Context: an optimization exercise on an open-source flow, tuned for small area, a short achievable clock period and few clock cycles per item. The choices shown serve that exercise and are no tape-out recipe.
The RTL was checked by simulation tests, not by an equivalence proof against the original design.
Power figures rest on the tool's default switching activity, not on a simulated workload.

run A:
==> flow/design.v (excerpt) <==
module scr_search(clk,rst,start,R_fixed,angle1,adder,error,X,Y,done);
input clk; input rst; input start; input [13:0] R_fixed; input [13:0] angle1; input [3:0] adder; input [4:0] error;
output [3:0] X; output [3:0] Y; output reg done;
wire [6:0] trH = R_fixed[13:7];
wire [2:0] trhH = trH[6:4];
wire trhh_1 = (trhH[2] | (trhH[1] | trhH[0]));
wire trhh_2 = (trhH[2] | (trhH[1] & 1'b1));
wire [3:0] trhL = trH[3:0];
wire [1:0] trhlH = trhL[3:2];
wire trhlh_1 = (trhlH[1] | trhlH[0]);
wire trhlh_2 = (trhlH[1] & 1'b1);
wire trhlh_3 = (trhlH[1] & trhlH[0]);
wire [1:0] trhlL = trhL[1:0];
wire trhll_1 = (trhlL[1] | trhlL[0]);
wire trhll_2 = (trhlL[1] & 1'b1);
wire trhll_3 = (trhlL[1] & trhlL[0]);
wire trhl_1 = trhlh_1 | (1'b1 & trhll_1);
wire trhl_2 = trhlh_1 | (1'b1 & trhll_2);
wire trhl_3 = trhlh_1 | (1'b1 & trhll_3);
wire trhl_4 = trhlh_1;
wire trhl_5 = trhlh_2 | (trhlh_1 & trhll_1);
wire trhl_6 = trhlh_2 | (trhlh_1 & trhll_2);
wire trhl_7 = trhlh_2 | (trhlh_1 & trhll_3);
wire trhl_8 = trhlh_2;
wire trhl_9 = trhlh_3 | (trhlh_2 & trhll_1);
wire trhl_10 = trhlh_3 | (trhlh_2 & trhll_2);
wire trhl_11 = trhlh_3 | (trhlh_2 & trhll_3);
wire trhl_12 = trhlh_3;
wire trhl_13 = 1'b0 | (trhlh_3 & trhll_1);
wire trhl_14 = 1'b0 | (trhlh_3 & trhll_2);
wire trhl_15 = 1'b0 | (trhlh_3 & trhll_3);
wire trh_1 = trhh_1 | (1'b1 & trhl_1);
wire trh_2 = trhh_1 | (1'b1 & trhl_2);
wire trh_3 = trhh_1 | (1'b1 & trhl_3);
wire trh_4 = trhh_1 | (1'b1 & trhl_4);
wire trh_5 = trhh_1 | (1'b1 & trhl_5);
wire trh_6 = trhh_1 | (1'b1 & trhl_6);
wire trh_7 = trhh_1 | (1'b1 & trhl_7);
wire trh_8 = trhh_1 | (1'b1 & trhl_8);
wire trh_9 = trhh_1 | (1'b1 & trhl_9);
wire trh_10 = trhh_1 | (1'b1 & trhl_10);
wire trh_11 = trhh_1 | (1'b1 & trhl_11);
wire trh_12 = trhh_1 | (1'b1 & trhl_12);
wire trh_13 = trhh_1 | (1'b1 & trhl_13);
  ...
Size: about 2900 cells after synthesis, roughly 63 flip-flops.
clock: 12.0 ns
lec_check: 0
abc_area: 1
cap_margin: 20
core_margin: 2
core_utilization: 25
place_density: 0.5
setup_slack_margin: 5
slew_margin: 20
standard.sh (not shown) runs the stock make flow with config.mk's settings and CLKGATE_MAP_FILE= SYNTH_SCRIPT=/design/flow/synth_recipe.tcl, a recipe that flattens the netlist after the stock synthesis.
==> flow/flow/run.sh <==
#!/bin/bash
set -euo pipefail
export BUFFER_PORTS_ARGS="-buffer_cell sky130_fd_sc_hd__buf_2"
sed 's/SETUP_SLACK_MARGIN=[0-9.]*/SETUP_SLACK_MARGIN=6.25/' standard.sh > standard_m.sh
grep -q 'SETUP_SLACK_MARGIN=6.25' standard_m.sh
bash standard_m.sh > standard_flow.log 2>&1
Testbench counts of run A, summed over its fixed seeds: cycles 384, queries 384.
Modified inputs, run B compared to run A
- GPL_TIMING_DRIVEN now 0, previously not set
- PLACE_DENSITY now 0.3, was 0.5
- CORE_UTILIZATION now 15, was 25
==> flow/flow/run.sh <==
#!/bin/bash
set -euo pipefail
export BUFFER_PORTS_ARGS="-buffer_cell sky130_fd_sc_hd__buf_2"
sed 's/SETUP_SLACK_MARGIN=[0-9.]*/SETUP_SLACK_MARGIN=5.5/' standard.sh > standard_m.sh
grep -q 'SETUP_SLACK_MARGIN=5.5' standard_m.sh
bash standard_m.sh > standard_flow.log 2>&1
[summary]
- Looking only at width of the chip, and setting everything else aside, the higher value of run A and run B goes to run B.
- Run B vs run A: vertical die dimension up in run B
- Against run A, final instance area in run B came out worse.
- Run A → run B: part of the total power dissipated in combinational logic moved down, placed cell area moved up, met2 track demand over resource in global routing moved down, final critical-path share of the clock period moved up.
- Reported for run A and run B, xor/xnor share of the synthesized area turned out identical to the last digit.
- Going from run A to run B, total internal power shrinks by 0.020 mW.
- Summary of run B over run A: non-clock buffer count saw an increase, filler-free cell count of the finished design saw an increase.
- A highest metal layer with signal wires of met4 is what run A shows, while met5 belongs to run B.
[inputs] run C vs run B
- removing GPL_TIMING_DRIVEN (formerly 0)
- changing PLACE_DENSITY from 0.3 to 0.5
- removing ABC_AREA (formerly 1)
- changing CORE_UTILIZATION from 15 to 25
==> flow/flow/run.sh <==
#!/bin/bash
set -euo pipefail
export BUFFER_PORTS_ARGS="-buffer_cell sky130_fd_sc_hd__buf_2"
sed 's/SETUP_SLACK_MARGIN=[0-9.]*/SETUP_SLACK_MARGIN=6.25/' standard.sh > standard_m.sh
grep -q 'SETUP_SLACK_MARGIN=6.25' standard_m.sh
bash standard_m.sh > standard_flow.log 2>&1
==> results.txt <==
Run C: total of clock buffers placed in the layout is 1 higher than what run B reported.
The area growth from synthesis to layout in run C was higher than what run B gave.
A cell with the largest stage delay on the worst path of sky130_fd_sc_hd__nor2_1 is what run B shows, while sky130_fd_sc_hd__edfxtp_1 belongs to run C.
Between run B and run C, the flow reports die area decreasing by more than a quarter.
Per the comparison of run C with run B, initial cell density of the core now sits higher; fraction of power consumed by the clock network now sits higher.
Type of the worst setup path: primary input to flip-flop -> run B, flip-flop to output pin -> run C
Run B -> run C: total instance count after detailed placement decreased by more than a quarter
Higher detailed-route vias per instance among run B and run C: run C
Compared with run B, final HPWL from detailed placement in run C decreased by more than 10%.
Here is what was changed in the inputs of run D compared with run C.
- a change of PLACE_DENSITY from 0.5 to 0.3
- a change of CORE_UTILIZATION from 25 to 15
- an added ABC_AREA of 1
==> flow/flow/run.sh <==
#!/bin/bash
set -euo pipefail
export BUFFER_PORTS_ARGS="-buffer_cell sky130_fd_sc_hd__buf_2"
sed 's/SETUP_SLACK_MARGIN=[0-9.]*/SETUP_SLACK_MARGIN=7/' standard.sh > standard_m.sh
grep -q 'SETUP_SLACK_MARGIN=7' standard_m.sh
bash standard_m.sh > standard_flow.log 2>&1
### Flow results
- Looking at slowest stage cell on the critical path, the sky130_fd_sc_hd__fa_1 result is from run D; the sky130_fd_sc_hd__edfxtp_1 one comes from run C.
- Measured against run C, the die footprint of run D comes out at 1.7 times the reference value.
- The share of the clock period used by the worst path in run D sits 2.4 points below the value recorded for run C.
- Of run C and run D, the run reporting the higher number of buffers outside the clock class in the layout was run C.
- Compared with run C, run D shows a lower sequential share of layout area.
- Higher part of the power in combinational logic was reported by run D, not run C.
## Diff of input files: run E against run D
- a change of PLACE_DENSITY from 0.3 to 0.5
- a change of CORE_UTILIZATION from 15 to 25
==> flow/flow/run.sh <==
#!/bin/bash
set -euo pipefail
export BUFFER_PORTS_ARGS="-buffer_cell sky130_fd_sc_hd__buf_2"
sed 's/SETUP_SLACK_MARGIN=[0-9.]*/SETUP_SLACK_MARGIN=6.4/' standard.sh > standard_m.sh
grep -q 'SETUP_SLACK_MARGIN=6.4' standard_m.sh
bash standard_m.sh > standard_flow.log 2>&1
[summary]
Compared to run D, the router laid down less metal wire for run E. The lower weighted congestion reported at the end of routability-driven placement came out of run D. Diff run D -> run E: worst-margin pin slew +0.23 ns; power dissipated in the clock network decreased by about 5% relative to the old numbers.

afterwards: timing with drivers on the ports:
No port has a modelled driver above. Below, the same layouts with a new extraction and two added sets of constraints.
Step 1: set_driving_cell puts a clkbuf_16 on clk and a buf_2 on each other input, an assumption about the parent block.
Step 2 times the ports against the registers' clock, not the clock port: input delays grow and output delays shrink by t, the midpoint of the rising clock arrivals with the driver on.
a / b / c = ideal / step 1 / step 2; a / b = the first two.
| run | t (ns) | setup WS [ns] | worst register clock-pin slew, ns |
|---|---|---|---|
| run A | 0.397 | 6.190 / 6.212 / 5.816 | 0.06 / 0.06 |
| run B | 0.402 | 5.588 / 5.606 / 5.204 | 0.06 / 0.06 |
| run C | 0.370 | 5.904 / 5.865 / 5.636 | 0.06 / 0.06 |
| run D | 0.415 | 6.193 / 6.142 / 6.557 | 0.07 / 0.07 |
| run E | 0.402 | 6.308 / 6.258 / 5.967 | 0.06 / 0.06 |
After both steps every run listed still meets setup and hold. For run B, which loses most, drivers alone change the setup slack by +0.018 ns; drivers and shift together by -0.384 ns.
